What follows belongs to an exercise in optimizing a design on an open flow for small area and a short achievable clock period; a production flow would make more cautious choices. Only simulation tests tie the RTL to the original design; equivalence was not proved. The clock port is modelled as an ideal driver, which makes a skipped or thinned clock tree look cheaper than it is; a real chip needs a root buffer or a tree. No activity file was given, so power comes from the tool's default toggle rates.

[config.mk]
export PLATFORM = sky130hd
export DESIGN_NAME = sync_fifo
export DESIGN_NICKNAME = sync_fifo
export VERILOG_FILES = /design/flow/design.v
export SDC_FILE = /design/flow/constraint.sdc
export NUM_CORES = 4
export LEC_CHECK = 0
export CAP_MARGIN = 20
export CORE_MARGIN = 2
export CORE_UTILIZATION = 60
export SETUP_SLACK_MARGIN = 1.3
export SLEW_MARGIN = 20
export SYNTH_HIERARCHICAL = 1
[constraint.sdc]
create_clock -name core_clock -period 3.0 [get_ports {clk}]
set_input_delay 0.6000 -clock core_clock [delete_from_list [all_inputs] [get_ports {clk}]]
set_output_delay 0.6000 -clock core_clock [all_outputs]
set_load 0.01 [all_outputs]
[design.v]
`timescale 1ns/1ps
module sync_fifo #(
    parameter WIDTH = 32,
    parameter DEPTH = 8
)(
    input wire clk,
    input wire rst,
    input wire wr_en,
    input wire rd_en,
    input wire [WIDTH-1:0] din,
    output reg [WIDTH-1:0] dout,
    output reg full,
    output wire empty
);
    reg [WIDTH-1:0] mem [0:7];
    reg [7:0] wen;      
    reg [7:0] rsel;
    reg full_i, nempty_i, nempty_o;
    assign empty = ~nempty_o;
    wire wr_acc = wr_en & ~full_i;
    wire rd_acc = rd_en & nempty_i;
    wire n7 = |(wen & {rsel[0], rsel[7:1]});
    wire n1 = |(rsel & {wen[0], wen[7:1]});
    wire full_nx = (full_i & ~rd_acc) | (wr_acc & ~rd_acc & n7);
    wire [8:0] sel = {~rd_acc, rsel & {8{rd_acc}}};
    wire [WIDTH-1:0] rdata;
    genvar b, w;
    generate
        for (b = 0; b < WIDTH; b = b + 1) begin : g_rd
            sync_fifo_rdbit u_rd (
                .sel(sel),
                .d({dout[b], mem[7][b], mem[6][b], mem[5][b], mem[4][b],
                    mem[3][b], mem[2][b], mem[1][b], mem[0][b]}),
                .y(rdata[b])
            );
        end
        for (w = 0; w < 8; w = w + 1) begin : g_wr
            always @(posedge clk) begin
                if (wen[w])
                    mem[w] <= din;
            end
        end
    endgenerate
    always @(posedge clk or posedge rst) begin
        if (rst) begin
            wen      <= 8'd1;
            rsel     <= 8'd1;
            full_i   <= 1'b0;
            nempty_i <= 1'b0;
            full     <= 1'b0;
            nempty_o <= 1'b0;
            dout     <= {WIDTH{1'b0}};
        end else begin
            dout <= rdata;
            wen <= {8{~full_nx}} &
                   ({8{full_i}} & rsel | (wr_acc ? {wen[6:0], wen[7]} : wen));
            if (rd_acc) rsel <= {rsel[6:0], rsel[7]};
            full_i   <= full_nx;
            nempty_i <= (nempty_i | wr_acc) & ~(rd_acc & ~wr_acc & n1);
            full     <= ~rd_acc & (full_i | (wr_acc & n7));
            nempty_o <= wr_acc | (nempty_i & ~(rd_acc & n1));
        end
    end
endmodule
module sync_fifo_rdbit (
    input wire [8:0] sel,
    input wire [8:0] d,
    output wire y
);
    wire [2:0] n;
    sync_fifo_aoi222 u_a (.s(sel[2:0]), .d(d[2:0]), .y(n[0]));
    sync_fifo_aoi222 u_b (.s(sel[5:3]), .d(d[5:3]), .y(n[1]));
    sync_fifo_aoi222 u_c (.s(sel[8:6]), .d(d[8:6]), .y(n[2]));
    sync_fifo_nand3 u_n (.a(n), .y(y));
endmodule
module sync_fifo_aoi222 (
    input wire [2:0] s,
    input wire [2:0] d,
    output wire y
);
    assign y = ~|(s & d);
endmodule
module sync_fifo_nand3 (
    input wire [2:0] a,
    output wire y
);
    assign y = ~&a;
endmodule
[flow/run.sh]
#!/bin/bash
# Own layout flow: the standard ORFS flow (standard synthesis unchanged),
# with
#  - the port buffers made as buf_1 cells instead of the default delay buffers;
#  - clock tree synthesis without dummy loads, in clusters of up to 30 sinks;
#  - after CTS, the branch level of the clock tree removed (collapse_clock.tcl),
#    so every register sees the root buffer and one leaf buffer.
# make's output goes to make_finish.log; each step's own log is under orfs/logs.
set -euo pipefail
cd "$(dirname "$0")/.."
here=$(pwd)
bash standard.sh \
  "BUFFER_PORTS_ARGS=-buffer_cell sky130_fd_sc_hd__buf_1" \
  "CTS_ARGS=-sink_clustering_enable -repair_clock_nets -dont_use_dummy_load -sink_clustering_size 30 -sink_clustering_max_diameter 150" \
  "POST_CTS_TCL=$here/flow/collapse_clock.tcl" \
  finish > make_finish.log 2>&1
[flow/collapse_clock.tcl]
# POST_CTS hook: collapse the clock tree to two buffer levels. Every clock
# buffer that the root buffer drives and that drives only other clock
# buffers is removed, and its loads are moved onto the root buffer's net.
# All registers keep the same number of buffers (two) between them and the
# clock port, so the tree stays balanced; only the insertion delay drops.
proc my_collapse_clock_tree {} {
  set block [ord::get_db_block]
  set removed 0
  set port [$block findBTerm clk]
  set clknet [$port getNet]
  foreach rit [$clknet getITerms] {
    set root [$rit getInst]
    set rootout ""
    foreach it [$root getITerms] { if {[$it isOutputSignal]} { set rootout [$it getNet] } }
    if {$rootout eq ""} { continue }
    foreach it [$rootout getITerms] {
      set mid [$it getInst]
      if {$mid eq $root} { continue }
      if {![string match "*clkbuf*" [[$mid getMaster] getName]]} { continue }
      set midout ""
      foreach mit [$mid getITerms] { if {[$mit isOutputSignal]} { set midout $mit } }
      if {$midout eq ""} { continue }
      set onet [$midout getNet]
      set all_bufs 1
      foreach lit [$onet getITerms] {
        if {$lit eq $midout} { continue }
        if {![string match "*clkbuf*" [[[$lit getInst] getMaster] getName]]} { set all_bufs 0 }
      }
      if {!$all_bufs} { continue }
      foreach lit [$onet getITerms] {
        if {$lit eq $midout} { continue }
        $lit disconnect
        $lit connect $rootout
      }
      $midout disconnect
      $it disconnect
      odb::dbInst_destroy $mid
      odb::dbNet_destroy $onet
      incr removed
    }
  }
  puts "my_collapse_clock_tree: removed $removed clock buffers"
}
my_collapse_clock_tree
estimate_parasitics -placement
report_clock_latency -clock [all_clocks]
[standard.sh]
#!/bin/bash
# synth_recipe.tcl (not shown) runs the flow's synth.tcl, then flattens the netlist and writes it again
# the make line also repeats each setting of config.mk as NAME=value (left out here)
make -C /OpenROAD-flow-scripts/flow DESIGN_CONFIG=/design/flow/config.mk WORK_HOME=/design/flow/orfs CLKGATE_MAP_FILE= SYNTH_SCRIPT=/design/flow/synth_recipe.tcl "${@:-finish}"
==> summary.txt, run 1 <==
Power
  • P_leak: slightly below 4 nW
  • PD cells: about 560 mW/mm^2
  • Peak VDD IR: between 500 and 600 uV

Timing
  • Final hold vios: 0
  • Rel. slew slack: 0.557
  • Setup Viol. Count Final: 0
  • Max Fclk: just under 0.6 GHz
  • Unrepaired setup endpoints after global routing: true
  • Clock skew: roughly 53 ps
  • Worst-Margin Slew: between 600 and 700 ps
  • Final-report max-slew violation count: 0
  • Setup TNS: 0 ps
  • Crit path time final: 1700 ps
  • Fin crit share: 0.565

Finish
  • Finished Cell Area: between 0.01 and 0.015 mm^2
  • Share of layout cells above drive strength 1: 0.103
  • Area Growth Syn to Fin: 10.8%
  • Final-stage net count: approximately 650
  • Diode count: 0
  • Final Util: 0.682

Critical path
  • Reg-to-reg slack, setup: between 1000 and 1500 ps
  • CP max stage delay: ~460 ps
  • Worst r2r src: nempty_i
  • Worst setup path category: register to register
  • Reg2reg path depth: 4
  • Critical-path cell list: buf_4 > and3_4 > a222oi_1 > nand3_1
  • Worst Path Buf+Inv: 1
  • Critical-path maximum fanout: 33
  • WP data arrival: approximately 2000 ps
  • Startpoint types: register
  • Slowest cell on the critical path: dfrtp_2
  • Critical Path RT: 3300 ps
  • CP endpoint kind: register
  • RR Endpoint: dout[25]
  • Delay-heaviest family, CP: simple AND/OR/NAND/NOR gates

Drt
  • Total number of vias: 6031
  • Residual DRC: 0
  • Pre-antenna DRT Iters: 6
  • Routed vias/inst: 7.20
  • Drt total wl: 25.1 mm
  • Post-route ant nets: 0
  • WL/cell: approximately 30 um
  • Initial DRC count: between 800 and 900

Die
  • Row count: 48
  • Core ar.: around 0.017 mm^2
  • Die H: approximately 140 um
  • Die X: roughly 140 um
  • Top Ports: 70
  • Die Footprint: ~0.019 mm^2
  • Initial Utilization: 0.615

Synth
  • Number of synthesis warnings: 8
  • Synth Cell Area: around 0.011 mm^2
  • Top cell type's share of synthesized area: 0.722
  • Synth Instances: between 500 and 600
  • Synth area leader: edfxtp_1
  • Syn Area/Cell: just over 20 um^2
  • Synth unique cells: 24
  • Register area share after synthesis: 0.845
  • Seq cells post-synth: 308
  • Ranking of synthesized cells by area: edfxtp_1, dfrtp_1, a222oi_1, nand3_1, a221oi_1
  • Net Count, Synth: 550

GRT
  • Initial antenna violation count: 0
  • Vias in the first global route: between 5000 and 6000
  • Largest net degree at the start of global routing: 34
  • GRT Total Usage: 0.275
  • First-pass GRT wire length: 36.1 mm
  • Grt total ovfl: 0

CTS
  • CTS sink cnt: 308
  • Clock transition at path regs: between 100 and 150 ps
  • Worst skew pair latency: about 440 ps

Status
  • Status: complete, no violations

Place
  • I/O Buffers: ~70
  • Placed Area: approximately 0.011 mm^2
  • Placer congestion estimate: approximately 0.76
  • Post-DP HPWL: between 10 and 15 mm

Job
  • Max-Cap Viols: 0

Worst hold path
  • Worst hold path type: input pin to async pin
state kept, by name (all words and copies together), names as in the netlist:
name	flops
nempty_i	1
nempty_o	1
mem	256
wen	8
full	1
dout	32
full_i	1
rsel	8
routing by layer:
layer | wire length, um | GRT usage | vias up | part of all wire
li1 | - | - | 2508 | -
met1 | 10100 | 0.391 | 3164 | 0.40
met2 | 12300 | 0.431 | 331 | 0.49
met3 | 2350 | 0.0673 | 28 | 0.094
met4 | 364 | 0.0836 | 0 | 0.014
met5 | 0 | 0 | - | 0
worst register-to-register path: cells and delay by family (launching register included):
family          cells  cell delay, ps
buf+inv             1             170
flops               1             460
simple gates        2             480
compound gates      1             460
report_power, final:
group          internal [mW]  leakage [nW]  switching [mW]
sequential              4.63          3.00               0
clock                  0.720         0.148            1.13
combinational         0.0165         0.823          0.0806
total                   5.36          3.97            1.21
Yosys stat by module, one instance, submodules excluded, a selection:
module / flip-flops and latches / cell area (um^2)
sync_fifo_nand3: 0 / 5.00
sync_fifo: 308 / 9520
sync_fifo_aoi222: 0 / 10.0
cell usage in the layout (no fill, tap or decap), types with 2 or more instances in the layout:
master,n
o21ai_0,8
a222oi_1,97
a21o_1,8
edfxtp_1,256
dfrtp_4,5
nor2b_1,8
o221ai_1,2
buf_12,3
nand2_1,2
buf_8,3
a211oi_1,8
inv_1,2
and3_2,2
a221oi_1,8
buf_4,18
a22oi_1,5
clkbuf_16,13
buf_1,68
a22o_1,2
dfrtp_2,3
and2_4,2
dfrtp_1,42
nand3_1,33
and3_4,6
dfstp_2,2
cells by family after synthesis:
kind of cell | synth area share
DFF | 0.845
buffers and inverters | 0.00588
and+or+nand+nor | 0.0288
AOI/OAI and AO/OA | 0.120
metrics by stage:
step / hold slack (ps) / total power, mW / worst slack, ps / instances
after floorplan: 447 / 4.75 / 1310 / 514
after detailed placement: 463 / 4.82 / 551 / 819
after global routing: 251 / 6.76 / 1260 / 838
after global placement: 455 / 4.81 / 722 / 819
final: 216 / 6.57 / 1300 / 838
layout make-up:
type | count | area (um^2)
Timing Repair Buffer | 95 | 537
Inverter | 4 | 21.3
Fill cell | 1150 | 5510
Clock buffer | 12 | 300
Multi-Input combinational cell | 194 | 1640
Sequential cell | 308 | 9010
Tap cell | 225 | 282
worst max path at each step:
stage / from / endpoint / slack [ps] / cells past startpoint
after floorplan: wen[5] / wen[0] / 1310 / 3
after global routing: nempty_i / dout[3] / 1260 / 4
final: nempty_i / dout[25] / 1300 / 4
after global placement: rd_en / dout[19] / 720 / 6
after detailed placement: rd_en / dout[19] / 550 / 6
synth_stat cells:
| master | number |
|---|---|
| edfxtp_1 | 256 |
| a222oi_1 | 97 |
| dfrtp_1 | 50 |
| nand3_1 | 33 |
| a211oi_1 | 8 |
| a21o_1 | 8 |
| a221oi_1 | 8 |
| and3_1 | 8 |
| nor2b_1 | 8 |
| o21ai_0 | 8 |
| a22oi_1 | 6 |
| clkbuf_1 | 4 |
| inv_1 | 3 |
| a22o_1 | 2 |
| buf_2 | 2 |
| buf_6 | 2 |
| dfstp_2 | 2 |
| nand2_1 | 2 |
| o221ai_1 | 2 |
| and2_1 | 1 |
| and2_4 | 1 |
| inv_2 | 1 |
| nand2b_1 | 1 |
| nand4_2 | 1 |
==> run 2: changes to the inputs <==
--- a/config.mk
+++ b/config.mk
@@ -9,3 +9,3 @@
 export CORE_MARGIN = 2
-export CORE_UTILIZATION = 60
+export CORE_UTILIZATION = 40
 export SETUP_SLACK_MARGIN = 1.3
==> run 2 against run 1 <==
Compared with the run above:
- global-route usage fell by 9.4 points
- setup slack improved by 38 ps
- register-to-register slack improved by 40 ps
- clock power barely moved
- cell count rose by 12%
- final area rose by 0.80%
- clock skew rose by 3.7 ps
- synthesized cell count did not move
- flip-flop and latch count did not move
- die area rose by 48%
- critical path type unchanged
- largest cell class unchanged
==> summary.txt, run 2 <==
Power
  • Sequential Power Share: 0.704 (about the same)
  • PD cells: 553 mW/mm^2 (-0.79%)
  • Clk pwr share: 0.281 (about the same)
  • Peak VDD IR: 343 uV (-39%)
  • P_leak: 3.94 nW (-0.55%)
  • Int Pwr: 5.36 mW (about the same)
  • Switch share: 0.184 (about the same)
  • P_sw: 1.21 mW (about the same)
  • Logic pwr share: 0.015 (about the same)

Drt
  • Initial DRC count: 944 (+8.4%)
  • Post-route ant nets: 0 (unchanged)
  • Drt total wl: 25.3 mm (+0.90%)
  • Pre-antenna DRT Iters: 5 (-1)
  • Total number of vias: 5828 (-3.4%)
  • Residual DRC: 0 (unchanged)
  • Routed vias/inst: 6.19 (-14%)
  • WL/cell: 26.9 um (-10%)

Synth
  • Ys flop type: edfxtp_1
  • Post-Synth XOR/XNOR Area: 0 (unchanged)
  • Seq cells post-synth: 308 (unchanged)
  • Mux cell area share after synthesis: 0 (unchanged)
  • Post-synth EDFFs: 256 (unchanged)
  • Commonest cells in the netlist: edfxtp_1, a222oi_1, dfrtp_1, nand3_1
  • Synth unique cells: 24 (unchanged)
  • Synth Cell Area: 0.0106 mm^2 (unchanged)
  • Net Count, Synth: 550 (unchanged)
  • Cell with the most instances after synthesis: edfxtp_1
  • Ranking of synthesized cells by area: edfxtp_1, dfrtp_1, a222oi_1, nand3_1, a221oi_1
  • Syn Area/Cell: 20.7 um^2 (unchanged)
  • Ys async rst share: 0.169 (unchanged)
  • Simple-Gate Fraction of Synth Area: 0.0288 (unchanged)
  • Register area share after synthesis: 0.845 (unchanged)
  • Number of synthesis warnings: 8 (unchanged)
  • Compound-Gate Fraction of Synth Area: 0.120 (unchanged)
  • Top cell type's share of synthesized area: 0.722 (unchanged)
  • Largest family of logic cells by synthesized area: compound AO/OA/AOI/OAI gates
  • Adder-cell area share of the yosys netlist: 0 (unchanged)
  • Synth area leader: edfxtp_1
  • Synth Instances: 514 (unchanged)

Place
  • Placer congestion estimate: 0.754 (-0.55%)
  • I/O Buffers: 69 (unchanged)
  • Post-DP HPWL: 13.6 mm (+2.6%)
  • DP Worst Slack: 509 ps (-42.5 ps)
  • Placed Area: 0.0115 mm^2 (+1.1%)
  • Placed Cells: 926 (+13%)

Die
  • Row count: 59 (+23%)
  • Initial Utilization: 0.408 (-0.207)
  • Top Ports: 70 (unchanged)
  • Die Footprint: 0.0279 mm^2 (+48%)
  • Core ar.: 0.0261 mm^2 (+51%)
  • Die X: 167 um (+22%)
  • Die H: 167 um (+22%)

Finish
  • Commonest non-fill, non-tap cell in the layout: edfxtp_1
  • Diode count: 0 (unchanged)
  • Share of layout cells above drive strength 1: 0.100 (-0.00228)
  • Largest regs: mem x256, dout x32
  • Final non-filler cell total: 942 (+12%)
  • Fill cell count: 2222 (+93%)
  • Finished Cell Area: 0.0119 mm^2 (+0.80%)
  • Max FFs per register: 256 (unchanged)
  • Area Growth Syn to Fin: 11.7%
  • Largest Register: mem
  • Final-stage net count: 645 (-0.92%)
  • Most frequent cells in the layout: edfxtp_1, a222oi_1, buf_1

Critical path
  • Critical Path RT: 3380 ps (+80 ps)
  • Crit path launch: rsel[0]
  • RR Endpoint: dout[7]
  • CP endpoint kind: register
  • Reg2reg path depth: 3 (-1)
  • Worst setup path category: register to register
  • WP data arrival: 2040 ps (+40 ps)
  • Worst r2r src: rsel[0]
  • CP Capture Point: dout[7]
  • Reg-to-reg slack, setup: 1340 ps (+40 ps)
  • Startpoint types: register
  • Critical-path maximum fanout: 33 (unchanged)

Timing
  • Final WS setup: 1340 ps (+37.9 ps)
  • Worst-Margin Slew: 677 ps (+12.1 ps)
  • Max Fclk: 0.603 GHz (+2.3%)
  • Rel. slew slack: 0.548 (-0.00903)
  • Setup TNS: 0 ps (unchanged)
  • Clock skew: 56.8 ps (+3.73 ps)
  • Crit path time final: 1660 ps (-37.9 ps)
  • Final hold vios: 0 (unchanged)
  • Unrepaired setup endpoints after global routing: true
  • Final-report max-slew violation count: 0 (unchanged)
  • Fin crit share: 0.552 (-0.0126)
  • Setup Viol. Count Final: 0 (unchanged)

CTS
  • Clock transition at path regs: 110 ps (about the same)
  • CTS sink cnt: 308 (unchanged)
  • Worst skew pair latency: 440 ps (about the same)

GRT
  • Grt total ovfl: 0 (unchanged)
  • First-pass GRT wire length: 37.1 mm (+2.7%)
  • Vias in the first global route: 5916 (-0.49%)
  • Largest net degree at the start of global routing: 41 (+21%)
  • Initial antenna violation count: 1 (+1)
  • GRT Total Usage: 0.182 (-0.0940)

Job
  • Max-Cap Viols: 0 (unchanged)

Worst hold path
  • Worst hold path type: input pin to async pin

Status
  • Status: complete, no violations
run 2: cell counts after synthesis:
Identical to the previous run, type by type.
run 2: kinds of logic after synthesis:
logic type / count (synthesis)
buffers and inverters: 12
AOI/OAI and AO/OA: 139
and+or+nand+nor: 55
DFF: 308
run 2: metrics by stage:
step / hold WS [ps] / total power [mW] / utilization
after global routing: 289 / 6.78 / 0.456
after global placement: 454 / 4.81 / 0.440
final: 240 / 6.57 / 0.456
after detailed placement: 457 / 4.82 / 0.440
after floorplan: 447 / 4.75 / -
run 2: per-module statistics from Yosys, one instance, submodules excluded, excerpt:
module | cells inside | times used | flip-flops and latches | cell area [um^2]
sync_fifo | 386 | 1 | 308 | 9520
sync_fifo_aoi222 | 1 | 96 | 0 | 10.0
sync_fifo_nand3 | 1 | 32 | 0 | 5.00
run 2: worst min-delay path by stage:
stage	startpoint	end	slack, ps
2_1_floorplan	mem[4][0]	dout[0]	450
3_3_place_gp	mem[4][14]	dout[14]	450
3_5_place_dp	mem[4][25]	dout[25]	460
5_1_grt	rst	wen[6]	290
6_report	rst	wen[6]	240
run 2: power groups by stage:
| stage | logic [mW] | registers, mW | clock network (mW) |
|---|---|---|---|
| final | 0.0975 | 4.63 | 1.85 |
| after floorplan | 0.0280 | 4.72 | 0 |
| after global placement | 0.0895 | 4.72 | 0 |
| after detailed placement | 0.0972 | 4.72 | 0 |
| after global routing | 0.112 | 4.63 | 2.04 |
run 2: final cells by class:
class                   count  area, um^2  share of cell area
flip-flops and latches    308        9020               0.759
multi-input cells         194        1650               0.139
repair buffers             89         469              0.0395
well taps                 335         419              0.0353
clock buffers              12         300              0.0253
inverters                   4        23.8             0.00200
run 2: critical path, cell delays in order, from the launching register on:
cell	delay [ps]
dfstp_2	610
and3_4	580
a222oi_1	260
nand3_1	130
run 2: routing by layer:
layer	routed length, um	GRT usage
met3	2120	0.0409
met2	12700	0.307
met1	10100	0.237
met5	11	0
met4	460	0.0525
==> run 3: changes to the inputs <==
--- a/design.v
+++ b/design.v
@@ -15,4 +15,6 @@
     reg [WIDTH-1:0] mem [0:7];
-    reg [7:0] wen;      
-    reg [7:0] rsel;
+    reg [7:0] wen_q;    
+    wire [7:0] wen = wen_q ^ 8'd1;
+    reg [7:0] rsel_q;   
+    wire [7:0] rsel = rsel_q ^ 8'd1;
     reg full_i, nempty_i, nempty_o;
@@ -45,4 +47,4 @@
         if (rst) begin
-            wen      <= 8'd1;
-            rsel     <= 8'd1;
+            wen_q    <= 8'd0;
+            rsel_q   <= 8'd0;
             full_i   <= 1'b0;
@@ -54,5 +56,5 @@
             dout <= rdata;
-            wen <= {8{~full_nx}} &
-                   ({8{full_i}} & rsel | (wr_acc ? {wen[6:0], wen[7]} : wen));
-            if (rd_acc) rsel <= {rsel[6:0], rsel[7]};
+            wen_q <= ({8{~full_nx}} &
+                     ({8{full_i}} & rsel | (wr_acc ? {wen[6:0], wen[7]} : wen))) ^ 8'd1;
+            if (rd_acc) rsel_q <= {rsel[6:0], rsel[7]} ^ 8'd1;
             full_i   <= full_nx;
--- a/config.mk
+++ b/config.mk
@@ -10,3 +10,3 @@
 export CORE_UTILIZATION = 40
-export SETUP_SLACK_MARGIN = 1.3
+export SETUP_SLACK_MARGIN = 1.4
 export SLEW_MARGIN = 20
==> run 3 against run 2 <==
Compared with the run above:
- still clean on timing, DRC and antenna
- clock power increased by 3%
- worst hold slack improved by 19 ps
- cell count increased by 5.0%
- critical path type is now register to output pin
- largest power group unchanged
==> summary.txt, run 3 <==
Status
  • Status: complete, no violations

Timing
  • Rel. slew slack: 0.466 (-0.0820)
  • Setup TNS: 0 ps (unchanged)
  • Final hold vios: 0 (unchanged)
  • Max Fclk: 0.615 GHz (+2.0%)
  • Crit path time final: 1630 ps (-32.1 ps)
  • Final-report max-slew violation count: 0 (unchanged)
  • Setup Viol. Count Final: 0 (unchanged)
  • Clock skew: 55.8 ps (-0.966 ps)
  • Unrepaired setup endpoints after global routing: true
  • Fin crit share: 0.542 (-0.0107)
  • Worst-Margin Slew: 801 ps (+124 ps)

Die
  • Die X: 167 um (about the same)
  • Die H: 167 um (about the same)
  • Core ar.: 0.0261 mm^2 (unchanged)
  • Initial Utilization: 0.408 (about the same)
  • Row count: 59 (unchanged)
  • Die Footprint: 0.0279 mm^2 (about the same)
  • Top Ports: 70 (unchanged)

GRT
  • Vias in the first global route: 6344 (+7.2%)
  • Initial antenna violation count: 0 (-1)
  • Largest net degree at the start of global routing: 36 (-12%)
  • GRT Total Usage: 0.199 (+0.0176)
  • Grt total ovfl: 0 (unchanged)
  • First-pass GRT wire length: 40.4 mm (+8.9%)

Power
  • Int Pwr: 8.43 mW (+57%)
  • Sequential Power Share: 0.567 (-0.137)
  • Switch share: 0.324 (+0.140)
  • Peak VDD IR: 465 uV (+36%)
  • PD cells: 997 mW/mm^2 (+80%)
  • Clk pwr share: 0.153 (-0.128)
  • Logic pwr share: 0.280 (+0.265)
  • P_leak: 4.27 nW (+8.3%)
  • P_sw: 4.04 mW (+230%)

Critical path
  • WP data arrival: 1030 ps (-1010 ps)
  • Critical-path maximum fanout: 2 (-94%)
  • CP endpoint kind: output pin
  • Slowest cell on the critical path: dfrtp_1
  • Startpoint types: register
  • Critical Path RT: 2400 ps (-980 ps)
  • Delay-heaviest family, CP: flip-flops
  • Reg-to-reg slack, setup: 1410 ps (+70 ps)
  • Reg2reg path depth: 4 (+1)
  • RR Endpoint: wen_q[0]
  • Worst r2r src: wen_q[5]
  • Critical-path cell list: buf_2
  • Worst setup path category: register to output pin
  • Worst Path Buf+Inv: 1 (+1)
  • CP max stage delay: 430 ps (-180 ps)

Finish
  • Final-stage net count: 692 (+7.3%)
  • Share of layout cells above drive strength 1: 0.213 (+0.112)
  • Max FFs per register: 256 (unchanged)
  • Largest regs: mem x256, dout x32
  • Register Area: 0.00902 mm^2 (about the same)
  • Diode count: 0 (unchanged)
  • Most frequent cells in the layout: edfxtp_1, a222oi_1, dfrtp_1
  • Area of the multi-input gates: 0.00167 mm^2 (+1.3%)
  • Fill cell count: 2173 (-2.2%)
  • Commonest non-fill, non-tap cell in the layout: edfxtp_1
  • Largest Register: mem
  • Area Growth Syn to Fin: 17.6%
  • Finished Cell Area: 0.0125 mm^2 (+5.3%)

Synth
  • Synth Instances: 513 (-0.19%)
  • Ys async rst share: 0.169 (unchanged)
  • Cell with the most instances after synthesis: edfxtp_1
  • Top cell type's share of synthesized area: 0.723 (about the same)
  • Synth Cell Area: 0.0106 mm^2 (about the same)
  • Net Count, Synth: 549 (-0.18%)
  • Ys flop type: edfxtp_1
  • Synth unique cells: 25 (+4.2%)
  • Number of synthesis warnings: 8 (unchanged)
  • Ranking of synthesized cells by area: edfxtp_1, dfrtp_1, a222oi_1, nand3_1, a211oi_1
  • Synth area leader: edfxtp_1
  • Seq cells post-synth: 308 (unchanged)
  • Register area share after synthesis: 0.845 (about the same)
  • Commonest cells in the netlist: edfxtp_1, a222oi_1, dfrtp_1, nand3_1, a211oi_1
  • Syn Area/Cell: 20.7 um^2 (+0.12%)
  • Post-synth EDFFs: 256 (unchanged)

Drt
  • Routed vias/inst: 6.22 (+0.61%)
  • Pre-antenna DRT Iters: 8 (+3)
  • Residual DRC: 0 (unchanged)
  • Drt total wl: 27.9 mm (+10%)
  • Total number of vias: 6156 (+5.6%)
  • Initial DRC count: 950 (+0.64%)
  • WL/cell: 28.3 um (+5.1%)
  • Post-route ant nets: 0 (unchanged)

CTS
  • CTS sink cnt: 308 (unchanged)
  • Worst skew pair latency: 450 ps (about the same)
  • Clock transition at path regs: 110 ps (about the same)

Place
  • Placer congestion estimate: 0.818 (+8.5%)
  • Post-DP HPWL: 14.2 mm (+4.6%)
  • I/O Buffers: 69 (unchanged)
  • Placed Area: 0.0115 mm^2 (+0.63%)

Worst hold path
  • Worst hold path type: input pin to async pin

Job
  • Max-Cap Viols: 0 (unchanged)
run 3: layout make-up:
type / instances / share of cell area
multi-input cells: 194 / 0.134
inverters: 7 / 0.00370
clock buffers: 12 / 0.0240
repair buffers: 132 / 0.0834
repair inverters: 1 / 0.000700
flip-flops and latches: 308 / 0.721
well taps: 335 / 0.0335
run 3: how the worst max path moves through the flow:
stage,start,endpoint,cells past startpoint,slack (ps)
5_1_grt,dout[26],dout[26],1,1340
3_3_place_gp,rd_en,full,7,670
3_5_place_dp,rd_en,wen_q[4],7,620
6_report,dout[25],dout[25],1,1370
2_1_floorplan,wen_q[0],wen_q[1],4,1260
run 3: per-module statistics from Yosys (local to each module, per instance), a selection:
module | cells inside | cell area, um^2 | times used
sync_fifo_nand3 | 1 | 5.00 | 32
sync_fifo_aoi222 | 1 | 10.0 | 96
sync_fifo | 385 | 9510 | 1
run 3: power groups by stage:
stage	Sequential (mW)	Combinational (mW)	Clock [mW]
floorplan	7.17	1.23	0
global placement	7.19	2.60	0
detailed placement	7.26	2.66	0
global route	7.19	3.74	2.09
finish	7.07	3.49	1.90
run 3: kinds of logic after synthesis:
kind of cell           Yosys count  share of synthesized area
AND/OR/NAND/NOR                 53                     0.0262
buffers and inverters           12                    0.00518
flip-flops                     308                      0.845
AO/OA/AOI/OAI                  140                      0.123
run 3: routing by layer:
layer | wire [um] | vias to the layer above | GRT usage
met3 | 2360 | 35 | 0.0385
li1 | - | 2592 | -
met4 | 410 | 0 | 0.0607
met2 | 13900 | 311 | 0.327
met1 | 11300 | 3218 | 0.271
met5 | 0 | - | 0
run 3: per-stage QoR:
step / utilization / setup slack [ps] / power, mW / instances / hold WS (ps)
after global routing: 0.480 / 1340 / 13.0 / 989 / 290
after detailed placement: 0.443 / 616 / 9.92 / 933 / 461
after global placement: 0.443 / 672 / 9.79 / 933 / 449
after floorplan: - / 1260 / 8.39 / 513 / 447
final: 0.480 / 1370 / 12.5 / 989 / 260
==> run 4: changes to the inputs <==
--- a/config.mk
+++ b/config.mk
@@ -10,3 +10,3 @@
 export CORE_UTILIZATION = 40
-export SETUP_SLACK_MARGIN = 1.4
+export SETUP_SLACK_MARGIN = 1.5
 export SLEW_MARGIN = 20
==> run 4 against run 3 <==
Compared with the run above:
- highest routed layer unchanged
- still clean on timing, DRC and antenna
- maximum frequency shrank 2.6%
- sequential power shrank 1%
- non-clock buffer count grew 21
==> summary.txt, run 4 <==
Finish
  • Area of the multi-input gates: 0.00171 mm^2 (+2.0%)
  • Most frequent cells in the layout: edfxtp_1, a222oi_1, buf_4
  • Largest Register: mem
  • Commonest non-fill, non-tap cell in the layout: edfxtp_1
  • Register Area: 0.00901 mm^2 (about the same)
  • Area Growth Syn to Fin: 21.2%
  • Max FFs per register: 256 (unchanged)
  • Largest regs: mem x256, dout x32
  • Fill cell count: 2097 (-3.5%)
  • Share of layout cells above drive strength 1: 0.244 (+0.0319)
  • Finished Cell Area: 0.0129 mm^2 (+3.1%)
  • Final non-filler cell total: 1012 (+2.3%)
  • Final Util: 0.495 (+0.0146)
  • Final-stage net count: 713 (+3.0%)

Critical path
  • Crit path launch: nempty_i
  • Reg2reg path depth: 6 (+2)
  • Critical Path RT: 3310 ps (+910 ps)
  • Worst setup path category: register to register
  • WP data arrival: 1980 ps (+950 ps)
  • Startpoint types: register
  • Worst r2r src: nempty_i
  • CP Capture Point: dout[12]
  • Reg-to-reg slack, setup: 1330 ps (-80 ps)
  • CP endpoint kind: register
  • RR Endpoint: dout[12]
  • Critical-path maximum fanout: 8 (+6)

Timing
  • Unrepaired setup endpoints after global routing: true
  • Final hold vios: 0 (unchanged)
  • Max Fclk: 0.599 GHz (-2.6%)
  • Final WS setup: 1330 ps (-43.9 ps)
  • Final-report max-slew violation count: 0 (unchanged)
  • Clock skew: 62.8 ps (+6.97 ps)
  • Setup Viol. Count Final: 0 (unchanged)
  • Crit path time final: 1670 ps (+43.9 ps)
  • Setup TNS: 0 ps (unchanged)
  • Worst-Margin Slew: 794 ps (-7.55 ps)
  • Fin crit share: 0.556 (+0.0146)
  • Rel. slew slack: 0.471 (+0.00504)

GRT
  • GRT Total Usage: 0.201 (+0.00212)
  • First-pass GRT wire length: 40.8 mm (+1.1%)
  • Vias in the first global route: 6373 (+0.46%)
  • Grt total ovfl: 0 (unchanged)
  • Largest net degree at the start of global routing: 33 (-8.3%)
  • Initial antenna violation count: 2 (+2)

Drt
  • WL/cell: 27.4 um (-3.0%)
  • Routed vias/inst: 6.22 (-0.13%)
  • Initial DRC count: 1091 (+15%)
  • Total number of vias: 6291 (+2.2%)
  • Drt total wl: 27.7 mm (-0.78%)
  • Post-route ant nets: 0 (unchanged)
  • Pre-antenna DRT Iters: 7 (-1)
  • Residual DRC: 0 (unchanged)

Place
  • Placed Cells: 935 (+0.21%)
  • Placed Area: 0.0115 mm^2 (about the same)
  • Post-DP HPWL: 14.0 mm (-1.5%)
  • DP Worst Slack: 661 ps (+45.2 ps)
  • I/O Buffers: 69 (unchanged)
  • Placer congestion estimate: 0.772 (-5.7%)

Synth
  • Syn Area/Cell: 20.7 um^2 (unchanged)
  • Synth Cell Area: 0.0106 mm^2 (unchanged)
  • Ys flop type: edfxtp_1
  • Register area share after synthesis: 0.845 (unchanged)
  • Synth Instances: 513 (unchanged)
  • Cell with the most instances after synthesis: edfxtp_1
  • Number of synthesis warnings: 8 (unchanged)
  • Net Count, Synth: 549 (unchanged)
  • Synth unique cells: 25 (unchanged)
  • Ranking of synthesized cells by area: edfxtp_1, dfrtp_1, a222oi_1, nand3_1, a211oi_1
  • Commonest cells in the netlist: edfxtp_1, a222oi_1, dfrtp_1, nand3_1, a211oi_1
  • Seq cells post-synth: 308 (unchanged)
  • Ys async rst share: 0.169 (unchanged)
  • Post-synth EDFFs: 256 (unchanged)
  • Top cell type's share of synthesized area: 0.723 (unchanged)
  • Synth area leader: edfxtp_1

Power
  • Peak VDD IR: 597 uV (+28%)
  • P_leak: 4.45 nW (+4.1%)
  • PD cells: 990 mW/mm^2 (-0.72%)

Job
  • Max-Cap Viols: 0 (unchanged)

CTS
  • Worst skew pair latency: 440 ps (about the same)
  • CTS sink cnt: 308 (unchanged)
  • Clock transition at path regs: 120 ps (about the same)

Die
  • Core ar.: 0.0261 mm^2 (unchanged)
  • Initial Utilization: 0.408 (unchanged)
  • Die H: 167 um (unchanged)
  • Top Ports: 70 (unchanged)
  • Die Footprint: 0.0279 mm^2 (unchanged)
  • Row count: 59 (unchanged)
  • Die X: 167 um (unchanged)

Worst hold path
  • Worst hold path type: input pin to async pin

Status
  • Status: complete, no violations
## run 4: cell counts after synthesis
No cell type changed its count.
## run 4: worst min-delay path by stage
stage	from	end	slack, ps	cells after the start
final	rst	nempty_o	230	2
after global routing	rst	nempty_o	280	2
after detailed placement	mem[1][3]	dout[3]	460	2
after global placement	mem[1][11]	dout[11]	460	2
after floorplan	mem[4][0]	dout[0]	450	2
## run 4: area by class of cell
cell class                      count  share of cell area
Clock buffer                       12              0.0233
Antenna cell                        2            0.000388
Timing Repair Buffer              153               0.108
Inverter                            7             0.00359
Multi-Input combinational cell    194               0.132
Sequential cell                   308               0.699
Timing Repair inverter              1            0.000679
Tap cell                          335              0.0325
## run 4: routing by layer
layer  GRT usage  wire (um)  vias to the layer above
met1       0.282      11000                     3214
met3      0.0542       3130                       43
li1            -          -                     2642
met4      0.0705        670                        0
met2       0.306      13000                      392
met5           0          0                        -
## run 4: where the power goes
group / internal (mW) / total [mW] / switching [mW]
sequential: 6.25 / 6.97 / 0.715
combinational: 1.69 / 3.92 / 2.23
clock: 0.722 / 1.87 / 1.15
total: 8.66 / 12.8 / 4.10
## run 4: logic make-up (layout without fill, tap and decap cells)
logic type / count (synthesis) / after routing / synth area share
AOI/OAI and AO/OA: 140 / 141 / 0.123
DFF: 308 / 308 / 0.845
other: 0 / 2 / 0
buffers and inverters: 12 / 173 / 0.00518
and+or+nand+nor: 53 / 53 / 0.0262
## run 4: Yosys stat by module (local to each module, per instance), a selection
| module | flops+latches | area, um^2 |
|---|---|---|
| sync_fifo_aoi222 | 0 | 10.0 |
| sync_fifo | 308 | 9510 |
| sync_fifo_nand3 | 0 | 5.00 |
## run 4: worst max-delay path: stages (launching register included)
cell	delay [ps]
dfrtp_2	430
and2_4	200
clkinv_8	80
nor2_4	440
buf_12	210
a222oi_1	90
nand3_1	80
## run 4: per-stage QoR
stage               hold WS [ps]  total power [mW]
floorplan                    447              8.39
global placement             455              9.73
detailed placement           465              9.85
global route                 281              13.3
finish                       232              12.8
==> run 5: changes to the inputs <==
--- a/config.mk
+++ b/config.mk
@@ -10,3 +10,3 @@
 export CORE_UTILIZATION = 40
-export SETUP_SLACK_MARGIN = 1.5
+export SETUP_SLACK_MARGIN = 1.33
 export SLEW_MARGIN = 20
==> run 5 against run 4 <==
Compared with the run above:
- still clean
- worst hold slack improved by 18 ps
- total power is 7.1% lower
- cell count decreased by 4.0%
- synthesized area is the same
==> summary.txt, run 5 <==
Die
  • Die X: 167 um (unchanged)
  • Die H: 167 um (unchanged)
  • Row count: 59 (unchanged)
  • Initial Utilization: 0.408 (unchanged)
  • Core ar.: 0.0261 mm^2 (unchanged)
  • Top Ports: 70 (unchanged)
  • Die Footprint: 0.0279 mm^2 (unchanged)

Status
  • Status: complete, no violations

Finish
  • Final-stage net count: 675 (-5.3%)
  • Commonest non-fill, non-tap cell in the layout: edfxtp_1
  • Final Util: 0.464 (-0.0307)
  • Max FFs per register: 256 (unchanged)
  • Largest Register: mem
  • Most frequent cells in the layout: edfxtp_1, a222oi_1, buf_1
  • Area Growth Syn to Fin: 13.7%
  • Share of layout cells above drive strength 1: 0.133 (-0.111)
  • Largest regs: mem x256, dout x32
  • Diode count: 0 (-2)

GRT
  • Grt total ovfl: 0 (unchanged)
  • GRT Total Usage: 0.182 (-0.0192)
  • Initial antenna violation count: 0 (-2)
  • First-pass GRT wire length: 37.2 mm (-8.8%)
  • Largest net degree at the start of global routing: 31 (-6.1%)
  • Vias in the first global route: 5928 (-7.0%)

Power
  • PD cells: 980 mW/mm^2 (-0.97%)
  • Peak VDD IR: 539 uV (-9.8%)
  • P_leak: 4.05 nW (-9.0%)

CTS
  • CTS sink cnt: 308 (unchanged)
  • Clock transition at path regs: 120 ps (about the same)
  • Worst skew pair latency: 450 ps (about the same)

Synth
  • Synth Instances: 513 (unchanged)
  • Seq cells post-synth: 308 (unchanged)
  • Top cell type's share of synthesized area: 0.723 (unchanged)
  • Ys async rst share: 0.169 (unchanged)
  • Cell with the most instances after synthesis: edfxtp_1
  • Net Count, Synth: 549 (unchanged)
  • Ranking of synthesized cells by area: edfxtp_1, dfrtp_1, a222oi_1, nand3_1, a211oi_1
  • Number of synthesis warnings: 8 (unchanged)
  • Synth unique cells: 25 (unchanged)
  • Post-synth EDFFs: 256 (unchanged)
  • Commonest cells in the netlist: edfxtp_1, a222oi_1, dfrtp_1, nand3_1, a211oi_1
  • Synth area leader: edfxtp_1
  • Synth Cell Area: 0.0106 mm^2 (unchanged)
  • Syn Area/Cell: 20.7 um^2 (unchanged)
  • Register area share after synthesis: 0.845 (unchanged)
  • Ys flop type: edfxtp_1

Timing
  • Worst-Margin Slew: 785 ps (-8.79 ps)
  • Setup TNS: 0 ps (unchanged)
  • Crit path time final: 1650 ps (-19.0 ps)
  • Rel. slew slack: 0.477 (+0.00586)
  • Clock skew: 62.5 ps (-0.275 ps)
  • Setup Viol. Count Final: 0 (unchanged)
  • Unrepaired setup endpoints after global routing: true
  • Max Fclk: 0.606 GHz (+1.1%)
  • Final hold vios: 0 (unchanged)
  • Final-report max-slew violation count: 0 (unchanged)
  • Fin crit share: 0.550 (-0.00632)

Critical path
  • CP max stage delay: 450 ps (about the same)
  • Worst setup path category: register to register
  • CP endpoint kind: register
  • Critical-path cell list: buf_1 > and3_1 > buf_4 > a222oi_1 > nand3_1
  • WP data arrival: 1900 ps (-80 ps)
  • Startpoint types: register
  • Critical Path RT: 3250 ps (-60 ps)
  • Critical-path maximum fanout: 15 (+7)
  • Slowest cell on the critical path: dfrtp_2

Drt
  • Initial DRC count: 1068 (-2.1%)
  • WL/cell: 26.3 um (-4.1%)
  • Residual DRC: 0 (unchanged)
  • Drt total wl: 25.5 mm (-7.9%)
  • Routed vias/inst: 6.11 (-1.7%)
  • Post-route ant nets: 0 (unchanged)
  • Total number of vias: 5938 (-5.6%)
  • Pre-antenna DRT Iters: 8 (+1)

Worst hold path
  • Worst hold path type: input pin to async pin

Job
  • Max-Cap Viols: 0 (unchanged)

Place
  • Post-DP HPWL: 14.1 mm (+1.0%)
  • I/O Buffers: 69 (unchanged)
  • Placer congestion estimate: 0.811 (+5.1%)
## run 5: cell counts after synthesis
Identical to the previous run, type by type.
## run 5: per-module statistics from Yosys (local to each module, per instance), excerpt
| module | area (um^2) | times used | flops+latches | cells |
|---|---|---|---|---|
| sync_fifo | 9510 | 1 | 308 | 385 |
| sync_fifo_aoi222 | 10.0 | 96 | 0 | 1 |
| sync_fifo_nand3 | 5.00 | 32 | 0 | 1 |
## run 5: path summary, 6_finish.rpt
check                           from        to  slack (ps)  cells after the start
max                         nempty_i   dout[7]        1350                      5
min                              rst      full         250                      2
max reg2reg                 nempty_i   dout[7]        1350                      5
min reg2reg                mem[1][6]   dout[6]         450                      2
max in group asynchronous        rst  dout[15]        2010                      4
min in group core_clock    mem[1][6]   dout[6]         450                      2
## run 5: area by class of cell
type | count | area, um^2
inverters | 7 | 46.3
fillers | 2187 | 14000
flip-flops and latches | 308 | 9010
repair buffers | 116 | 692
well taps | 335 | 419
repair inverters | 1 | 8.76
clock buffers | 12 | 300
multi-input cells | 193 | 1610
## run 5: worst max-delay path, delay by kind of cell (launching register included)
| family | cells | cell delay [ps] |
|---|---|---|
| compound gates | 1 | 290 |
| buf+inv | 2 | 380 |
| flops | 1 | 450 |
| simple gates | 2 | 340 |
## run 5: kinds of logic after synthesis
kind of cell	count (synthesis)	share of synthesized area
AOI/OAI and AO/OA	140	0.123
buffers and inverters	12	0.00518
and+or+nand+nor	53	0.0262
DFF	308	0.845
## run 5: metal layers
| metal | share of wire | GRT usage | vias up |
|---|---|---|---|
| met5 | 0 | 0 | - |
| met4 | 0.0096 | 0.0450 | 0 |
| met3 | 0.087 | 0.0387 | 20 |
| met2 | 0.50 | 0.302 | 296 |
| met1 | 0.41 | 0.248 | 3063 |
| li1 | - | - | 2559 |
## run 5: stage by stage
| stage | cell area (um^2) | power [mW] | setup slack, ps | hold slack (ps) | std cells |
|---|---|---|---|---|---|
| 2_1_floorplan | 10700 | 8.39 | 1260 | 447 | 513 |
| 3_3_place_gp | 11500 | 9.69 | 616 | 449 | 937 |
| 3_5_place_dp | 11500 | 9.81 | 508 | 463 | 938 |
| 5_1_grt | 12100 | 12.4 | 1310 | 279 | 972 |
| 6_report | 12100 | 11.8 | 1350 | 250 | 972 |
## run 5: power breakdown
part           internal [mW]  switching, mW
logic                   1.10           1.87
clock network          0.721           1.14
registers               6.25          0.764
==> run 6: changes to the inputs <==
--- a/config.mk
+++ b/config.mk
@@ -10,3 +10,3 @@
 export CORE_UTILIZATION = 40
-export SETUP_SLACK_MARGIN = 1.33
+export SETUP_SLACK_MARGIN = 1.36
 export SLEW_MARGIN = 20
==> run 6 against run 5 <==
Compared with the run above:
- combinational power increased by 7.4%
- synthesized cell count unchanged
- routed wire length increased by 6.4%
- clock skew decreased by 6.2 ps
- critical path type is now register to output pin
==> summary.txt, run 6 <==
Timing
  • Crit path time final: 1630 ps (-16.0 ps)
  • Rel. slew slack: 0.437 (-0.0397)
  • Unrepaired setup endpoints after global routing: true
  • Worst hold slack: 268 ps (+17.8 ps)
  • Setup Viol. Count Final: 0 (unchanged)
  • Max Fclk: 0.612 GHz (+0.98%)
  • Clock skew: 56.4 ps (-6.15 ps)
  • Final WS setup: 1370 ps (+16.0 ps)
  • Setup TNS: 0 ps (unchanged)
  • Worst-Margin Slew: 845 ps (+59.5 ps)
  • Final-report max-slew violation count: 0 (unchanged)
  • Final hold vios: 0 (unchanged)
  • Fin crit share: 0.545 (-0.00535)

Drt
  • Drt total wl: 27.2 mm (+6.4%)
  • Residual DRC: 0 (unchanged)
  • WL/cell: 27.9 um (+6.1%)
  • Pre-antenna DRT Iters: 6 (-2)
  • Initial DRC count: 1006 (-5.8%)
  • Routed vias/inst: 6.21 (+1.6%)
  • Total number of vias: 6054 (+2.0%)
  • Post-route ant nets: 0 (unchanged)

Power
  • Logic pwr share: 0.262 (+0.011)
  • Peak VDD IR: 422 uV (-22%)
  • PD cells: 992 mW/mm^2 (+1.2%)
  • Int Pwr: 8.21 mW (+1.8%)
  • Switch share: 0.325 (+0.00595)
  • Sequential Power Share: 0.582 (-0.010)
  • Final Power: 12.2 mW (+2.7%)
  • P_leak: 4.14 nW (+2.3%)
  • Clk pwr share: 0.156 (about the same)
  • P_sw: 3.95 mW (+4.6%)

Place
  • Post-DP HPWL: 14.2 mm (+0.50%)
  • DP Worst Slack: 616 ps (+108 ps)
  • Placed Cells: 933 (-0.53%)
  • I/O Buffers: 69 (unchanged)
  • Placer congestion estimate: 0.818 (+0.84%)
  • Placed Area: 0.0115 mm^2 (about the same)

Finish
  • Max FFs per register: 256 (unchanged)
  • Area Growth Syn to Fin: 15.3%
  • Commonest non-fill, non-tap cell in the layout: edfxtp_1
  • Final Util: 0.471 (+0.00667)
  • Largest Register: mem
  • Final non-filler cell total: 975 (+0.31%)
  • Most frequent cells in the layout: edfxtp_1, a222oi_1, dfrtp_1, buf_1, nand3_1
  • Finished Cell Area: 0.0123 mm^2 (+1.4%)
  • Largest regs: mem x256, dout x32
  • Final-stage net count: 678 (+0.44%)
  • Share of layout cells above drive strength 1: 0.172 (+0.0384)
  • Fill cell count: 2197 (+0.46%)
  • Diode count: 0 (unchanged)

Die
  • Die X: 167 um (unchanged)
  • Die H: 167 um (unchanged)
  • Initial Utilization: 0.408 (unchanged)
  • Top Ports: 70 (unchanged)
  • Row count: 59 (unchanged)
  • Core ar.: 0.0261 mm^2 (unchanged)
  • Die Footprint: 0.0279 mm^2 (unchanged)

GRT
  • Largest net degree at the start of global routing: 36 (+16%)
  • Vias in the first global route: 6278 (+5.9%)
  • Grt total ovfl: 0 (unchanged)
  • GRT Total Usage: 0.196 (+0.0144)
  • First-pass GRT wire length: 39.8 mm (+6.9%)
  • Initial antenna violation count: 0 (unchanged)

Synth
  • Synth Instances: 513 (unchanged)
  • Synth unique cells: 25 (unchanged)
  • Ranking of synthesized cells by area: edfxtp_1, dfrtp_1, a222oi_1, nand3_1, a211oi_1
  • Synth area leader: edfxtp_1
  • Ys async rst share: 0.169 (unchanged)
  • Synth Cell Area: 0.0106 mm^2 (unchanged)
  • Commonest cells in the netlist: edfxtp_1, a222oi_1, dfrtp_1, nand3_1, a211oi_1
  • Number of synthesis warnings: 8 (unchanged)
  • Net Count, Synth: 549 (unchanged)
  • Ys flop type: edfxtp_1
  • Post-synth EDFFs: 256 (unchanged)
  • Cell with the most instances after synthesis: edfxtp_1
  • Top cell type's share of synthesized area: 0.723 (unchanged)
  • Syn Area/Cell: 20.7 um^2 (unchanged)
  • Seq cells post-synth: 308 (unchanged)
  • Register area share after synthesis: 0.845 (unchanged)

Critical path
  • Startpoint types: register
  • Delay-heaviest family, CP: flip-flops
  • Reg2reg path depth: 3 (-2)
  • RR Endpoint: wen_q[0]
  • Critical Path RT: 2400 ps (-850 ps)
  • Worst setup path category: register to output pin
  • Worst r2r src: wen_q[6]
  • Slowest cell on the critical path: dfrtp_1
  • WP data arrival: 1030 ps (-870 ps)
  • Critical-path cell list: buf_2
  • Critical-path maximum fanout: 2 (-13)
  • Crit path launch: dout[25]
  • Worst Path Buf+Inv: 1 (-1)
  • Reg-to-reg slack, setup: 1380 ps (+30 ps)
  • CP endpoint kind: output pin
  • CP max stage delay: 430 ps (-20 ps)

CTS
  • Clock transition at path regs: 110 ps (about the same)
  • CTS sink cnt: 308 (unchanged)
  • Worst skew pair latency: 450 ps (about the same)

Job
  • Max-Cap Viols: 0 (unchanged)

Status
  • Status: complete, no violations

Worst hold path
  • Worst hold path type: input pin to async pin
-- run 6: cell type report --
| cell class | instances | area [um^2] | area share |
|---|---|---|---|
| well taps | 335 | 419 | 0.0342 |
| repair inverters | 1 | 8.76 | 0.000714 |
| clock buffers | 12 | 300 | 0.0245 |
| repair buffers | 118 | 825 | 0.0672 |
| inverters | 7 | 42.5 | 0.00347 |
| flip-flops and latches | 308 | 9010 | 0.735 |
| multi-input cells | 194 | 1660 | 0.135 |
-- run 6: logic make-up after synthesis --
family	after synthesis	synth area share
buf+inv	12	0.00518
compound gates	140	0.123
flops	308	0.845
simple gates	53	0.0262
-- run 6: worst max path at each step --
stage,end,slack [ps],cells past startpoint
3_5_place_dp,wen_q[4],620,7
2_1_floorplan,wen_q[1],1260,4
3_3_place_gp,full,670,7
5_1_grt,nempty_o,1320,4
6_report,dout[25],1370,1
-- run 6: modules after synthesis (local to each module, per instance), excerpt --
module            cells inside  flip-flops and latches
sync_fifo_nand3              1                       0
sync_fifo                  385                     308
sync_fifo_aoi222             1                       0
-- run 6: power by group through the flow --
| stage | registers (mW) | clock network, mW | logic (mW) |
|---|---|---|---|
| final | 7.08 | 1.90 | 3.19 |
| after global routing | 7.20 | 2.09 | 3.43 |
| after detailed placement | 7.26 | 0 | 2.66 |
| after global placement | 7.19 | 0 | 2.60 |
| after floorplan | 7.17 | 0 | 1.23 |
-- run 6: routing by layer --
layer  GRT usage  routed length [um]  part of all wire
met1       0.265               10700              0.39
met3      0.0378                2300             0.084
met5           0                   0                 0
met4      0.0536                 485             0.018
met2       0.329               13700              0.50
==> run 7: changes to the inputs <==
--- a/flow/run.sh
+++ b/flow/run.sh
@@ -6,3 +6,4 @@
 #  - after CTS, the branch level of the clock tree removed (collapse_clock.tcl),
-#    so every register sees the root buffer and one leaf buffer.
+#    so every register sees the root buffer and one leaf buffer; the CTS
+#    step's timing repair then runs on the collapsed tree.
 # make's output goes to make_finish.log; each step's own log is under orfs/logs.
@@ -15,2 +16,3 @@
   "POST_CTS_TCL=$here/flow/collapse_clock.tcl" \
+  "SKIP_CTS_REPAIR_TIMING=1" \
   finish > make_finish.log 2>&1
--- a/flow/collapse_clock.tcl
+++ b/flow/collapse_clock.tcl
@@ -1,2 +1,2 @@
-# POST_CTS hook: collapse the clock tree to two buffer levels. Every clock
+# POST_CTS hook (with SKIP_CTS_REPAIR_TIMING=1): collapse the clock tree to two buffer levels. Every clock
 # buffer that the root buffer drives and that drives only other clock
@@ -46 +46,10 @@
 report_clock_latency -clock [all_clocks]
+
+# The CTS step's own timing repair is skipped (SKIP_CTS_REPAIR_TIMING=1) so
+# that it runs here, on the collapsed tree, as cts.tcl would run it.
+repair_timing_helper
+set result [catch { detailed_placement } msg]
+if { $result != 0 } {
+  error "Detailed placement failed after the clock tree collapse: $msg"
+}
+check_placement -verbose
--- a/config.mk
+++ b/config.mk
@@ -9,4 +9,4 @@
 export CORE_MARGIN = 2
-export CORE_UTILIZATION = 40
-export SETUP_SLACK_MARGIN = 1.36
+export CORE_UTILIZATION = 55
+export SETUP_SLACK_MARGIN = 1.33
 export SLEW_MARGIN = 20
==> run 7 against run 6 <==
Compared with the run above:
- sequential power fell by 1%
- utilization rose by 17 points
- flip-flop and latch count did not move
- final area fell by 1.1%
- register-to-register slack got worse by 40 ps
- non-clock buffer count fell by 1
- worst hold slack got worse by 160 ps
- synthesized area did not move
- largest power group unchanged
- total power fell by 1.9%
==> summary.txt, run 7 <==
Synth
  • Net Count, Synth: 549 (unchanged)
  • Seq cells post-synth: 308 (unchanged)
  • Register area share after synthesis: 0.845 (unchanged)
  • Synth area leader: edfxtp_1
  • Ys async rst share: 0.169 (unchanged)
  • Largest family of logic cells by synthesized area: compound AO/OA/AOI/OAI gates
  • Synth Instances: 513 (unchanged)
  • Adder-cell area share of the yosys netlist: 0 (unchanged)
  • Synth unique cells: 25 (unchanged)
  • Post-synth EDFFs: 256 (unchanged)
  • Syn Area/Cell: 20.7 um^2 (unchanged)
  • Top cell type's share of synthesized area: 0.723 (unchanged)
  • Number of synthesis warnings: 8 (unchanged)
  • Post-Synth XOR/XNOR Area: 0 (unchanged)
  • Synth Cell Area: 0.0106 mm^2 (unchanged)
  • Ys flop type: edfxtp_1
  • Ranking of synthesized cells by area: edfxtp_1, dfrtp_1, a222oi_1, nand3_1, a211oi_1
  • Mux cell area share after synthesis: 0 (unchanged)
  • Simple-Gate Fraction of Synth Area: 0.0262 (unchanged)
  • Cell with the most instances after synthesis: edfxtp_1
  • Commonest cells in the netlist: edfxtp_1, a222oi_1, dfrtp_1, nand3_1, a211oi_1
  • Compound-Gate Fraction of Synth Area: 0.123 (unchanged)

Power
  • Clk pwr share: 0.155 (about the same)
  • Logic pwr share: 0.261 (about the same)
  • Peak VDD IR: 571 uV (+35%)
  • P_sw: 3.79 mW (-4.0%)
  • PD cells: 985 mW/mm^2 (-0.74%)
  • Switch share: 0.318 (-0.00718)
  • Int Pwr: 8.14 mW (-0.84%)
  • P_leak: 4.08 nW (-1.4%)
  • Sequential Power Share: 0.585 (+0.003)

Critical path
  • Startpoint types: register
  • Critical-path maximum fanout: 11 (+9)
  • Reg2reg path depth: 5 (+2)
  • Worst r2r src: nempty_i
  • Reg-to-reg slack, setup: 1340 ps (-40 ps)
  • Crit path launch: nempty_i
  • Worst setup path category: register to register
  • CP Capture Point: dout[4]
  • CP endpoint kind: register
  • WP data arrival: 1970 ps (+940 ps)
  • Critical Path RT: 3310 ps (+910 ps)
  • RR Endpoint: dout[4]

GRT
  • Largest net degree at the start of global routing: 44 (+22%)
  • GRT Total Usage: 0.254 (+0.0571)
  • First-pass GRT wire length: 36.4 mm (-8.7%)
  • Grt total ovfl: 0 (unchanged)
  • Vias in the first global route: 5811 (-7.4%)
  • Initial antenna violation count: 0 (unchanged)

Finish
  • Largest Register: mem
  • Share of layout cells above drive strength 1: 0.130 (-0.0420)
  • Fill cell count: 1330 (-39%)
  • Register Area: 0.00901 mm^2 (unchanged)
  • Max FFs per register: 256 (unchanged)
  • Largest regs: mem x256, dout x32
  • Commonest non-fill, non-tap cell in the layout: edfxtp_1
  • Diode count: 0 (unchanged)
  • Most frequent cells in the layout: edfxtp_1, a222oi_1, buf_1
  • Area of the multi-input gates: 0.00163 mm^2 (-1.9%)
  • Area Growth Syn to Fin: 14.0%
  • Final-stage net count: 677 (-0.15%)

Drt
  • Post-route ant nets: 0 (unchanged)
  • Routed vias/inst: 6.69 (+7.8%)
  • Drt total wl: 25.4 mm (-6.4%)
  • Uppermost layer routed: met4
  • Total number of vias: 6018 (-0.59%)
  • WL/cell: 28.3 um (+1.5%)
  • Routed metal-1 wire length: 10.4 mm (-2.9%)
  • Pre-antenna DRT Iters: 6 (unchanged)
  • Metal3 WL: 2.13 mm (-7.3%)
  • Met2 routed WL: 12.6 mm (-8.2%)
  • Initial DRC count: 916 (-8.9%)
  • Residual DRC: 0 (unchanged)

Timing
  • Clock skew: 60.8 ps (+4.42 ps)
  • Max Fclk: 0.601 GHz (-1.7%)
  • Worst-Margin Slew: 816 ps (-28.3 ps)
  • Setup Viol. Count Final: 0 (unchanged)
  • Rel. slew slack: 0.456 (+0.0189)
  • Worst hold slack: 107 ps (-161 ps)
  • Setup TNS: 0 ps (unchanged)
  • Final-report max-slew violation count: 0 (unchanged)
  • Unrepaired setup endpoints after global routing: true
  • Crit path time final: 1660 ps (+29.0 ps)
  • Final hold vios: 0 (unchanged)
  • Fin crit share: 0.554 (+0.00966)

Place
  • Placer congestion estimate: 0.835 (+2.1%)
  • Post-DP HPWL: 13.5 mm (-5.1%)
  • I/O Buffers: 69 (unchanged)

CTS
  • CTS sink cnt: 308 (unchanged)
  • Worst skew pair latency: 440 ps (about the same)
  • Clock transition at path regs: 110 ps (about the same)

Job
  • Max-Cap Viols: 0 (unchanged)

Die
  • Top Ports: 70 (unchanged)
  • Die H: 143 um (-14%)
  • Die X: 143 um (-14%)
  • Die Footprint: 0.0205 mm^2 (-27%)
  • Row count: 50 (-15%)
  • Core ar.: 0.0188 mm^2 (-28%)
  • Initial Utilization: 0.565 (+0.157)

Status
  • Status: complete, no violations

Worst hold path
  • Worst hold path type: input pin to async pin
==> run 7: cell counts after synthesis <==
No cell type changed its count.
==> run 7: layer usage <==
layer	vias to the layer above	track usage
met1	3121	0.361
met5	-	0
met2	308	0.409
met4	0	0.0803
met3	24	0.0402
li1	2565	-
==> run 7: modules after synthesis, one instance, submodules excluded, a selection <==
module	flip-flops and latches	cells inside
sync_fifo	308	385
sync_fifo_nand3	0	1
sync_fifo_aoi222	0	1
==> run 7: cell families after synthesis <==
family,after synthesis
compound gates,140
flops,308
buf+inv,12
simple gates,53
==> run 7: worst min path at each step <==
stage	end	slack (ps)	startpoint
detailed placement	dout[1]	460	mem[1][1]
finish	dout[12]	110	rst
floorplan	dout[0]	450	mem[4][0]
global placement	dout[15]	450	mem[1][15]
global route	dout[12]	110	rst
==> run 7: power groups by stage <==
stage / Clock (mW) / Combinational, mW / Sequential (mW)
after floorplan: 0 / 1.22 / 7.17
after global placement: 0 / 2.55 / 7.15
after detailed placement: 0 / 2.61 / 7.22
after global routing: 2.02 / 3.37 / 7.09
final: 1.85 / 3.11 / 6.98
==> run 7: metrics by stage <==
step | instances | power [mW] | cell area, um^2 | utilization | setup slack [ps]
floorplan | 513 | 8.39 | 10700 | - | 1260
global placement | 860 | 9.70 | 11400 | 0.608 | 542
detailed placement | 860 | 9.83 | 11400 | 0.608 | 407
global route | 899 | 12.5 | 12100 | 0.644 | 1260
finish | 899 | 11.9 | 12100 | 0.644 | 1340
==> run 7: final cells by class <==
class                      instances  share of cell area
sequential                       308               0.743
multi-input combinational        194               0.134
timing repair buffer             117              0.0667
tap                              260              0.0268
clock buffer                      12              0.0248
inverter                           7             0.00382
timing repair inverter             1            0.000516
==> run 7: critical path, stage by stage, from the launching register on <==
cell,delay (ps)
dfrtp_2,460
buf_6,150
and3_4,230
clkbuf_16,200
a222oi_1,380
nand3_1,110
==> run 8: changes to the inputs <==
--- a/config.mk
+++ b/config.mk
@@ -9,5 +9,6 @@
 export CORE_MARGIN = 2
-export CORE_UTILIZATION = 55
-export SETUP_SLACK_MARGIN = 1.33
+export CORE_UTILIZATION = 40
+export SETUP_SLACK_MARGIN = 1.36
 export SLEW_MARGIN = 20
 export SYNTH_HIERARCHICAL = 1
+export TNS_END_PERCENT = 0
==> run 8 against run 7 <==
Compared with the run above:
- first-iteration DRC count grew 17%
- sequential power is essentially flat
- sequential share of layout area grew 0.071 points
- setup slack gained 14 ps
- critical path type unchanged
- largest cell class unchanged
==> summary.txt, run 8 <==
Die
  • Die H: 167 um (+17%)
  • Die X: 167 um (+17%)
  • Core ar.: 0.0261 mm^2 (+38%)
  • Die Footprint: 0.0279 mm^2 (+36%)
  • Top Ports: 70 (unchanged)
  • Initial Utilization: 0.408 (-0.157)
  • Row count: 59 (+18%)

Critical path
  • Worst r2r src: nempty_i
  • Worst Path Buf+Inv: 2 (unchanged)
  • RR Endpoint: dout[17]
  • Reg2reg path depth: 5 (unchanged)
  • Slowest cell on the critical path: dfrtp_2
  • Critical-path cell list: buf_6 > and3_4 > buf_4 > a222oi_1 > nand3_1
  • Startpoint types: register
  • Reg-to-reg slack, setup: 1350 ps (about the same)
  • Critical-path maximum fanout: 13 (+2)
  • CP max stage delay: 480 ps (+20 ps)
  • WP data arrival: 1950 ps (-20 ps)
  • Worst setup path category: register to register
  • CP endpoint kind: register
  • Critical Path RT: 3300 ps (about the same)
  • Delay-heaviest family, CP: flip-flops

Finish
  • Max FFs per register: 256 (unchanged)
  • Fill cell count: 2164 (+63%)
  • Diode count: 0 (unchanged)
  • Final-stage net count: 674 (-0.44%)
  • Largest regs: mem x256, dout x32
  • Most frequent cells in the layout: edfxtp_1, a222oi_1, buf_1
  • Commonest non-fill, non-tap cell in the layout: edfxtp_1
  • Area Growth Syn to Fin: 13.7%
  • Share of layout cells above drive strength 1: 0.126 (-0.00410)
  • Largest Register: mem

GRT
  • Initial antenna violation count: 1 (+1)
  • Largest net degree at the start of global routing: 37 (-16%)
  • Vias in the first global route: 6113 (+5.2%)
  • First-pass GRT wire length: 38.5 mm (+6.0%)
  • GRT Total Usage: 0.188 (-0.0651)
  • Grt total ovfl: 0 (unchanged)

Place
  • Post-DP HPWL: 14.9 mm (+11%)
  • I/O Buffers: 69 (unchanged)
  • Placer congestion estimate: 0.856 (+2.5%)

Drt
  • Routed vias/inst: 6.23 (-6.9%)
  • Residual DRC: 0 (unchanged)
  • Drt total wl: 26.2 mm (+3.0%)
  • WL/cell: 27.0 um (-4.7%)
  • Initial DRC count: 1070 (+17%)
  • Total number of vias: 6049 (+0.52%)
  • Post-route ant nets: 0 (unchanged)
  • Pre-antenna DRT Iters: 6 (unchanged)

Timing
  • Fin crit share: 0.550 (-0.00466)
  • Max Fclk: 0.606 GHz (+0.85%)
  • Clock skew: 62.7 ps (+1.92 ps)
  • Setup TNS: 0 ps (unchanged)
  • Rel. slew slack: 0.575 (+0.119)
  • Final-report max-slew violation count: 0 (unchanged)
  • Final hold vios: 0 (unchanged)
  • Setup Viol. Count Final: 0 (unchanged)
  • Unrepaired setup endpoints after global routing: true
  • Crit path time final: 1650 ps (-14.0 ps)
  • Worst hold slack: 211 ps (+104 ps)
  • Worst-Margin Slew: 638 ps (-178 ps)

Synth
  • Ranking of synthesized cells by area: edfxtp_1, dfrtp_1, a222oi_1, nand3_1, a211oi_1
  • Ys async rst share: 0.169 (unchanged)
  • Register area share after synthesis: 0.845 (unchanged)
  • Synth Instances: 513 (unchanged)
  • Ys flop type: edfxtp_1
  • Synth area leader: edfxtp_1
  • Seq cells post-synth: 308 (unchanged)
  • Net Count, Synth: 549 (unchanged)
  • Cell with the most instances after synthesis: edfxtp_1
  • Synth Cell Area: 0.0106 mm^2 (unchanged)
  • Post-synth EDFFs: 256 (unchanged)
  • Synth unique cells: 25 (unchanged)
  • Commonest cells in the netlist: edfxtp_1, a222oi_1, dfrtp_1, nand3_1, a211oi_1
  • Syn Area/Cell: 20.7 um^2 (unchanged)
  • Top cell type's share of synthesized area: 0.723 (unchanged)
  • Number of synthesis warnings: 8 (unchanged)

CTS
  • CTS sink cnt: 308 (unchanged)
  • Worst skew pair latency: 440 ps (about the same)
  • Clock transition at path regs: 110 ps (about the same)

Power
  • PD cells: 981 mW/mm^2 (-0.33%)
  • Peak VDD IR: 525 uV (-8.1%)
  • P_leak: 4.03 nW (-1.2%)

Job
  • Max-Cap Viols: 0 (unchanged)

Worst hold path
  • Worst hold path type: input pin to async pin

Status
  • Status: complete, no violations
==> run 8: cell counts after synthesis <==
Identical to the previous run, type by type.
==> run 8: through the flow <==
step,cell area (um^2),setup WS [ps],power (mW),cells,utilization
2_1_floorplan,10600,1120,8.40,513,-
3_3_place_gp,11600,745,9.78,944,0.444
3_5_place_dp,11600,694,9.92,944,0.444
5_1_grt,12100,1290,12.4,971,0.464
6_report,12100,1350,11.9,971,0.464
==> run 8: metal layers <==
layer | routed length, um | GRT usage
met5 | 16 | 0
met4 | 371 | 0.0495
met3 | 2320 | 0.0442
met2 | 13200 | 0.315
met1 | 10300 | 0.250
==> run 8: Yosys stat by module (local to each module, per instance), excerpt <==
module | copies in the design | cells | flops+latches | cell area (um^2)
sync_fifo | 1 | 385 | 308 | 9510
sync_fifo_aoi222 | 96 | 1 | 0 | 10.0
sync_fifo_nand3 | 32 | 1 | 0 | 5.00
==> run 8: logic make-up after synthesis <==
logic type | synth area share
DFF | 0.845
buffers and inverters | 0.00518
AOI/OAI and AO/OA | 0.123
and+or+nand+nor | 0.0262
==> run 8: worst register-to-register path, stage by stage, from the launching register on <==
cell      delay [ps]
dfrtp_2          480
buf_6            150
and3_4           180
buf_4            210
a222oi_1         350
nand3_1          140
==> run 8: where the power goes <==
part / internal (mW) / leakage, nW / switching (mW)
Combinational: 1.09 / 0.845 / 1.96
Sequential: 6.24 / 3.04 / 0.720
Clock: 0.721 / 0.148 / 1.14
==> run 8: layout make-up <==
type	instances	area [um^2]	area share
inverters	7	35.0	0.00290
flip-flops and latches	308	8990	0.744
well taps	335	419	0.0347
clock buffers	12	300	0.0248
repair buffers	116	708	0.0586
multi-input cells	193	1640	0.135
==> run 8: worst max path at each step <==
stage / start / to / slack (ps) / cells past startpoint
2_1_floorplan: wen_q[5] / wen_q[0] / 1120 / 4
3_3_place_gp: rd_en / dout[14] / 750 / 5
3_5_place_dp: rd_en / dout[24] / 690 / 5
5_1_grt: nempty_i / dout[10] / 1290 / 5
6_report: nempty_i / dout[17] / 1350 / 5

==> separate check: timing with driven ports <==
In the flow no input, the clock included, has a driving cell. The finished layouts below were timed again as built, in two steps.
Step 1: set_driving_cell puts a clkbuf_16 on clk and a buf_2 on each other input, an assumption about the parent block.
Step 2 also shifts input and output timing later by t, the mid clock arrival at the registers, as if the neighbouring blocks saw the same clock.
a / b / c = ideal / step 1 / step 2; a / b = the first two.
| run | t (ns) | slack for setup (ns) |
|---|---|---|
| run 1 | 0.455 | 1.305 / 1.305 / 0.980 |
| run 2 | 0.456 | 1.343 / 1.325 / 1.056 |
| run 3 | 0.464 | 1.375 / 1.330 / 1.037 |
| run 4 | 0.457 | 1.331 / 1.309 / 0.976 |
| run 5 | 0.457 | 1.350 / 1.327 / 0.994 |
| run 6 | 0.463 | 1.366 / 1.322 / 1.007 |
| run 7 | 0.456 | 1.337 / 1.335 / 0.971 |
| run 8 | 0.461 | 1.351 / 1.316 / 0.972 |
After both steps every run listed still meets setup and hold.
